Background: an optimization exercise with open tools, aiming at small area, a short achievable clock period and few clock cycles. Do not read the settings as production practice. Function was checked by simulation only, so behaviour that the tests miss may differ from the original. Power and IR drop assume default switching activity.

==> flow/design.v <==
module rv32i_pipe (
    input  logic        clk,
    input  logic        reset,
    output logic [31:0] imem_addr,
    input  logic [31:0] imem_rdata,
    output logic [31:0] dmem_addr,
    output logic [31:0] dmem_wdata,
    output logic [3:0]  dmem_byteen,
    output logic        dmem_we,
    input  logic [31:0] dmem_rdata
);
    localparam logic [6:0] OP_LUI    = 7'b0110111;
    localparam logic [6:0] OP_AUIPC  = 7'b0010111;
    localparam logic [6:0] OP_JAL    = 7'b1101111;
    localparam logic [6:0] OP_JALR   = 7'b1100111;
    localparam logic [6:0] OP_BRANCH = 7'b1100011;
    localparam logic [6:0] OP_LOAD   = 7'b0000011;
    localparam logic [6:0] OP_STORE  = 7'b0100011;
    localparam logic [6:0] OP_IMM    = 7'b0010011;
    localparam logic [6:0] OP_REG    = 7'b0110011;
    logic [31:0] pc_f;
    logic        id_v;
    logic        id_pred;
    logic [31:0] id_inst, id_pc;
    logic [31:0] ex_a, ex_b, ex_alt;
    logic [4:0]  ex_rd;
    logic        ex_wr, ex_load, ex_store, ex_br, ex_jalr, ex_pred;
    logic        ex_sub, ex_sadd, ex_sslt, ex_ssltu, ex_sxor, ex_sor, ex_sand,
                 ex_ssll, ex_ssr, ex_sra, ex_salt;
    logic [2:0]  ex_f3;
    logic        ex_fa_m, ex_fa_w, ex_fb_m, ex_fb_w, ex_fs_m, ex_fs_w;
    logic [31:0] mem_res, mem_wdata;
    logic [3:0]  mem_be;
    logic        mem_we, mem_load, mem_wr;
    logic [2:0]  mem_f3;
    logic [4:0]  mem_rd;
    logic [31:0] wb_val;
    logic [4:0]  wb_rd;
    logic        wb_we;
    logic [31:1][31:0] rf;
    logic        redirect, stall;
    logic [31:0] redirect_pc;
    assign imem_addr = pc_f;
    logic        f_jal, f_btaken, f_pred;
    logic [31:0] f_imm, f_target;
    assign f_jal   = imem_rdata[6:0] == OP_JAL;
    assign f_btaken = imem_rdata[6:0] == OP_BRANCH && (imem_rdata[31] || imem_rdata[14:12] == 3'b001);
    assign f_pred  = f_jal | f_btaken;
    assign f_imm   = f_jal ? {{12{imem_rdata[31]}}, imem_rdata[19:12], imem_rdata[20], imem_rdata[30:21], 1'b0}
                           : {{20{imem_rdata[31]}}, imem_rdata[7], imem_rdata[30:25], imem_rdata[11:8], 1'b0};
    assign f_target = pc_f + (f_pred ? f_imm : 32'd4);
    always_ff @(posedge clk) begin
        if (reset)
            pc_f <= 32'd0;
        else if (redirect)
            pc_f <= redirect_pc;
        else if (!stall)
            pc_f <= f_target;
    end
    always_ff @(posedge clk) begin
        if (reset || redirect)
            id_v <= 1'b0;
        else if (!stall)
            id_v <= 1'b1;
    end
    always_ff @(posedge clk) begin
        if (!stall) begin
            id_inst <= imem_rdata;
            id_pc   <= pc_f;
            id_pred <= f_btaken;
        end
    end
    logic [6:0]  op;
    logic [4:0]  rs1, rs2, rd;
    logic [2:0]  f3;
    logic        d_lui, d_auipc, d_jal, d_jalr, d_br, d_load, d_store, d_imm, d_reg;
    logic        use1, use2, d_wr;
    logic [31:0] imm, pc_imm, pc_4;
    assign op  = id_inst[6:0];
    assign rd  = id_inst[11:7];
    assign f3  = id_inst[14:12];
    assign rs1 = id_inst[19:15];
    assign rs2 = id_inst[24:20];
    assign d_lui   = op == OP_LUI;
    assign d_auipc = op == OP_AUIPC;
    assign d_jal   = op == OP_JAL;
    assign d_jalr  = op == OP_JALR;
    assign d_br    = op == OP_BRANCH;
    assign d_load  = op == OP_LOAD;
    assign d_store = op == OP_STORE;
    assign d_imm   = op == OP_IMM;
    assign d_reg   = op == OP_REG;
    assign use1 = d_jalr | d_br | d_load | d_store | d_imm | d_reg;
    assign use2 = d_br | d_store | d_reg;
    assign d_wr = (d_lui | d_auipc | d_jal | d_jalr | d_load | d_imm | d_reg) && rd != 5'd0;
    always_comb begin
        if (d_store)
            imm = {{20{id_inst[31]}}, id_inst[31:25], id_inst[11:7]};
        else if (d_br)
            imm = {{20{id_inst[31]}}, id_inst[7], id_inst[30:25], id_inst[11:8], 1'b0};
        else if (d_lui | d_auipc)
            imm = {id_inst[31:12], 12'b0};
        else
            imm = {{20{id_inst[31]}}, id_inst[31:20]};
    end
    assign pc_imm = id_pc + imm;
    assign pc_4   = id_pc + 32'd4;
    logic [31:0] rv1, rv2, r1, r2;
    always_comb begin
        rv1 = 32'd0;
        rv2 = 32'd0;
        for (int i = 1; i < 32; i++) begin
            rv1 = rv1 | ({32{rs1 == 5'(i)}} & rf[i]);
            rv2 = rv2 | ({32{rs2 == 5'(i)}} & rf[i]);
        end
    end
    assign r1 = (wb_we && wb_rd == rs1) ? wb_val : rv1;
    assign r2 = (wb_we && wb_rd == rs2) ? wb_val : rv2;
    assign stall = id_v && ex_load &&
                   ((use1 && rs1 == ex_rd) || (use2 && rs2 == ex_rd));
    logic go;
    assign go = id_v && !stall && !redirect;
    logic f1m, f1w, f2m, f2w;
    assign f1m = ex_wr && ex_rd == rs1;
    assign f1w = mem_wr && mem_rd == rs1;
    assign f2m = ex_wr && ex_rd == rs2;
    assign f2w = mem_wr && mem_rd == rs2;
    always_ff @(posedge clk) begin
        if (reset || !go) begin
            ex_wr    <= 1'b0;
            ex_load  <= 1'b0;
            ex_store <= 1'b0;
            ex_br    <= 1'b0;
            ex_jalr  <= 1'b0;
        end else begin
            ex_wr    <= d_wr;
            ex_load  <= d_load;
            ex_store <= d_store;
            ex_br    <= d_br;
            ex_jalr  <= d_jalr;
        end
    end
    always_ff @(posedge clk) begin
        ex_a    <= r1;
        ex_b    <= (d_br | d_reg) ? r2 : imm;
        ex_alt  <= d_store ? r2 :
                   d_lui ? imm :
                   (d_auipc | (d_br & ~id_pred)) ? pc_imm : pc_4;
        ex_rd   <= rd;
        ex_pred <= id_pred;
        ex_f3   <= f3;
        ex_fa_m <= use1 && f1m;
        ex_fa_w <= use1 && !f1m && f1w;
        ex_fb_m <= (d_br | d_reg) && f2m;
        ex_fb_w <= (d_br | d_reg) && !f2m && f2w;
        ex_fs_m <= d_store && f2m;
        ex_fs_w <= d_store && !f2m && f2w;
        ex_sub   <= d_br | (d_reg & (f3 == 3'd0) & id_inst[30]) |
                    ((d_reg | d_imm) & (f3 == 3'd2 || f3 == 3'd3));
        ex_sadd  <= ~((d_reg | d_imm) & (f3 != 3'd0));
        ex_sslt  <= (d_reg | d_imm) & (f3 == 3'd2);
        ex_ssltu <= (d_reg | d_imm) & (f3 == 3'd3);
        ex_sxor  <= (d_reg | d_imm) & (f3 == 3'd4);
        ex_sor   <= (d_reg | d_imm) & (f3 == 3'd6);
        ex_sand  <= (d_reg | d_imm) & (f3 == 3'd7);
        ex_ssll  <= (d_reg | d_imm) & (f3 == 3'd1);
        ex_ssr   <= (d_reg | d_imm) & (f3 == 3'd5);
        ex_sra   <= id_inst[30];
        ex_salt  <= d_lui | d_auipc | d_jal | d_jalr;
    end
    logic [31:0] a, b, sd;
    assign a  = ex_fa_m ? mem_res : ex_fa_w ? wb_val : ex_a;
    assign b  = ex_fb_m ? mem_res : ex_fb_w ? wb_val : ex_b;
    assign sd = ex_fs_m ? mem_res : ex_fs_w ? wb_val : ex_alt;
    logic [32:0] sum;
    logic        lt_u, lt_s, eq, taken;
    assign sum  = {1'b0, a} + {1'b0, b ^ {32{ex_sub}}} + {32'd0, ex_sub};
    assign lt_u = ~sum[32];
    assign lt_s = (a[31] ^ b[31]) ? a[31] : sum[31];
    assign eq   = a == b;
    logic [31:0] sh_in, sh_out, sh_res;
    logic [32:0] sh_tmp;
    always_comb begin
        for (int i = 0; i < 32; i++) sh_in[i] = ex_ssll ? a[31 - i] : a[i];
        sh_tmp = $signed({ex_ssr & ex_sra & a[31], sh_in}) >>> b[4:0];
        sh_out = sh_tmp[31:0];
        for (int i = 0; i < 32; i++) sh_res[i] = ex_ssll ? sh_out[31 - i] : sh_out[i];
    end
    logic [31:0] res;
    assign res = ({32{ex_sadd}}  & sum[31:0]) |
                 ({32{ex_sslt}}  & {31'd0, lt_s}) |
                 ({32{ex_ssltu}} & {31'd0, lt_u}) |
                 ({32{ex_sxor}}  & (a ^ b)) |
                 ({32{ex_sor}}   & (a | b)) |
                 ({32{ex_sand}}  & (a & b)) |
                 ({32{ex_ssll | ex_ssr}} & sh_res);
    always_comb begin
        case (ex_f3)
            3'd0, 3'd1: taken = eq;
            3'd4, 3'd5: taken = lt_s;
            default:    taken = lt_u;
        endcase
        taken = taken ^ ex_f3[0];
    end
    assign redirect    = (ex_br && (taken != ex_pred)) || ex_jalr;
    assign redirect_pc = ex_jalr ? {sum[31:1], 1'b0} : ex_alt;
    logic [3:0] be;
    always_comb begin
        case (ex_f3[1:0])
            2'd0:    be = 4'b0001 << sum[1:0];
            2'd1:    be = sum[1] ? 4'b1100 : 4'b0011;
            default: be = 4'b1111;
        endcase
    end
    always_ff @(posedge clk) begin
        if (reset) begin
            mem_we   <= 1'b0;
            mem_wr   <= 1'b0;
            mem_load <= 1'b0;
        end else begin
            mem_we   <= ex_store;
            mem_wr   <= ex_wr;
            mem_load <= ex_load;
        end
    end
    always_ff @(posedge clk) begin
        mem_res   <= ex_salt ? ex_alt : res;
        mem_wdata <= (ex_f3[1:0] == 2'd0) ? {4{sd[7:0]}} :
                     (ex_f3[1:0] == 2'd1) ? {2{sd[15:0]}} : sd;
        mem_be    <= be;
        mem_f3    <= ex_f3;
        mem_rd    <= ex_rd;
    end
    assign dmem_addr   = mem_res;
    assign dmem_wdata  = mem_wdata;
    assign dmem_byteen = mem_be;
    assign dmem_we     = mem_we;
    logic [31:0] ld_sh, ld_val;
    assign ld_sh = dmem_rdata >> {mem_res[1:0], 3'b000};
    always_comb begin
        case (mem_f3[1:0])
            2'd0:    ld_val = {{24{~mem_f3[2] & ld_sh[7]}}, ld_sh[7:0]};
            2'd1:    ld_val = {{16{~mem_f3[2] & ld_sh[15]}}, ld_sh[15:0]};
            default: ld_val = ld_sh;
        endcase
    end
    always_ff @(posedge clk) begin
        if (reset)
            wb_we <= 1'b0;
        else
            wb_we <= mem_wr;
    end
    always_ff @(posedge clk) begin
        wb_val <= mem_load ? ld_val : mem_res;
        wb_rd  <= mem_rd;
    end
    always_ff @(posedge clk) begin
        for (int i = 1; i < 32; i++)
            if (wb_we && wb_rd == 5'(i))
                rf[i] <= wb_val;
    end
endmodule
clock: 10.0 ns
lec_check: 0
cap_margin: 20
core_margin: 2
core_utilization: 55
setup_slack_margin: 5
slew_margin: 20
run.sh (not shown) runs the stock make flow with config.mk's settings and CLKGATE_MAP_FILE= SYNTH_SCRIPT=/design/flow/synth_recipe.tcl, a recipe that flattens the netlist after the stock synthesis.
Testbench counts at the start, summed over its fixed seeds: cycles 59,499.
Next try:
--- a/flow/design.v
+++ b/flow/design.v
@@ -25,5 +25,5 @@
     logic [31:0] ex_a, ex_b, ex_alt;
     logic [4:0]  ex_rd;
-    logic        ex_wr, ex_load, ex_store, ex_br, ex_jalr, ex_pred;
+    logic        ex_wr, ex_load, ex_store, ex_br, ex_jalr, ex_pred, ex_kill;
     logic        ex_sub, ex_sadd, ex_sslt, ex_ssltu, ex_sxor, ex_sor, ex_sand,
                  ex_ssll, ex_ssr, ex_sra, ex_salt;
@@ -42,12 +42,13 @@
     logic [31:0] redirect_pc;
     assign imem_addr = pc_f;
-    logic        f_jal, f_btaken, f_pred;
-    logic [31:0] f_imm, f_target;
-    assign f_jal   = imem_rdata[6:0] == OP_JAL;
+    logic        f_jal, f_btaken;
+    logic [31:0] f_imm, f_target, pc_4f, f_next;
+    assign f_jal    = imem_rdata[6:0] == OP_JAL;
     assign f_btaken = imem_rdata[6:0] == OP_BRANCH && (imem_rdata[31] || imem_rdata[14:12] == 3'b001);
-    assign f_pred  = f_jal | f_btaken;
-    assign f_imm   = f_jal ? {{12{imem_rdata[31]}}, imem_rdata[19:12], imem_rdata[20], imem_rdata[30:21], 1'b0}
-                           : {{20{imem_rdata[31]}}, imem_rdata[7], imem_rdata[30:25], imem_rdata[11:8], 1'b0};
-    assign f_target = pc_f + (f_pred ? f_imm : 32'd4);
+    assign f_imm    = f_jal ? {{12{imem_rdata[31]}}, imem_rdata[19:12], imem_rdata[20], imem_rdata[30:21], 1'b0}
+                            : {{20{imem_rdata[31]}}, imem_rdata[7], imem_rdata[30:25], imem_rdata[11:8], 1'b0};
+    assign f_target = pc_f + f_imm;
+    assign pc_4f    = pc_f + 32'd4;
+    assign f_next   = (f_jal | f_btaken) ? f_target : pc_4f;
     always_ff @(posedge clk) begin
         if (reset)
@@ -56,5 +57,5 @@
             pc_f <= redirect_pc;
         else if (!stall)
-            pc_f <= f_target;
+            pc_f <= f_next;
     end
     always_ff @(posedge clk) begin
@@ -76,5 +77,5 @@
     logic        d_lui, d_auipc, d_jal, d_jalr, d_br, d_load, d_store, d_imm, d_reg;
     logic        use1, use2, d_wr;
-    logic [31:0] imm, pc_imm, pc_4;
+    logic [31:0] imm, pc_sum;
     assign op  = id_inst[6:0];
     assign rd  = id_inst[11:7];
@@ -104,6 +105,5 @@
             imm = {{20{id_inst[31]}}, id_inst[31:20]};
     end
-    assign pc_imm = id_pc + imm;
-    assign pc_4   = id_pc + 32'd4;
+    assign pc_sum = id_pc + ((d_auipc | (d_br & ~id_pred)) ? imm : 32'd4);
     logic [31:0] rv1, rv2, r1, r2;
     always_comb begin
@@ -120,5 +120,5 @@
                    ((use1 && rs1 == ex_rd) || (use2 && rs2 == ex_rd));
     logic go;
-    assign go = id_v && !stall && !redirect;
+    assign go = id_v && !stall;
     logic f1m, f1w, f2m, f2w;
     assign f1m = ex_wr && ex_rd == rs1;
@@ -142,9 +142,13 @@
     end
     always_ff @(posedge clk) begin
+        if (reset)
+            ex_kill <= 1'b0;
+        else
+            ex_kill <= redirect;
+    end
+    always_ff @(posedge clk) begin
         ex_a    <= r1;
         ex_b    <= (d_br | d_reg) ? r2 : imm;
-        ex_alt  <= d_store ? r2 :
-                   d_lui ? imm :
-                   (d_auipc | (d_br & ~id_pred)) ? pc_imm : pc_4;
+        ex_alt  <= d_store ? r2 : d_lui ? imm : pc_sum;
         ex_rd   <= rd;
         ex_pred <= id_pred;
@@ -203,5 +207,5 @@
         taken = taken ^ ex_f3[0];
     end
-    assign redirect    = (ex_br && (taken != ex_pred)) || ex_jalr;
+    assign redirect    = ((ex_br && (taken != ex_pred)) || ex_jalr) && !ex_kill;
     assign redirect_pc = ex_jalr ? {sum[31:1], 1'b0} : ex_alt;
     logic [3:0] be;
@@ -219,6 +223,6 @@
             mem_load <= 1'b0;
         end else begin
-            mem_we   <= ex_store;
-            mem_wr   <= ex_wr;
+            mem_we   <= ex_store && !ex_kill;
+            mem_wr   <= ex_wr && !ex_kill;
             mem_load <= ex_load;
         end
What happened:
- utilization fell by 0.29 points
- cell area barely changes
- setup slack improves by 0.044 ns
- via count went up by 2.4%
- hold slack stays flat
- non-clock buffer count came out higher by 1
- total power is lower by 1.3%
Testbench counts after the change, summed over its fixed seeds: cycles 59,499.

==> static timing again, ports no longer ideal <==
How much do the figures lean on ideal ports? The routed layouts below were timed once more, with nothing changed but the port constraints.
Step 1 assumes that a clkbuf_16 drives the clock port and a buf_2 every other input.
Step 2 times the ports against the registers' clock, not the clock port: input delays grow and output delays shrink by t, the midpoint of the rising clock arrivals with the driver on.
Three values: no drivers, after step 1, after step 2; two values: the first two.
run | t, ns | slack for setup (ns) | latest minus earliest clock arrival (ns) | worst register clock-pin slew, ns | worst slew at a driven data input, ns
the first run | 0.890 | 5.028 / 5.080 / 4.190 | 0.047 / 0.048 | 0.07 / 0.07 | 0.05
the second run | 0.875 | 5.073 / 5.073 / 4.338 | 0.050 / 0.050 | 0.07 / 0.07 | 0.06
After both steps every run listed still meets setup and hold. The setup slack of the first run, which loses most, moves by +0.052 ns with the drivers and by -0.838 ns with both steps.
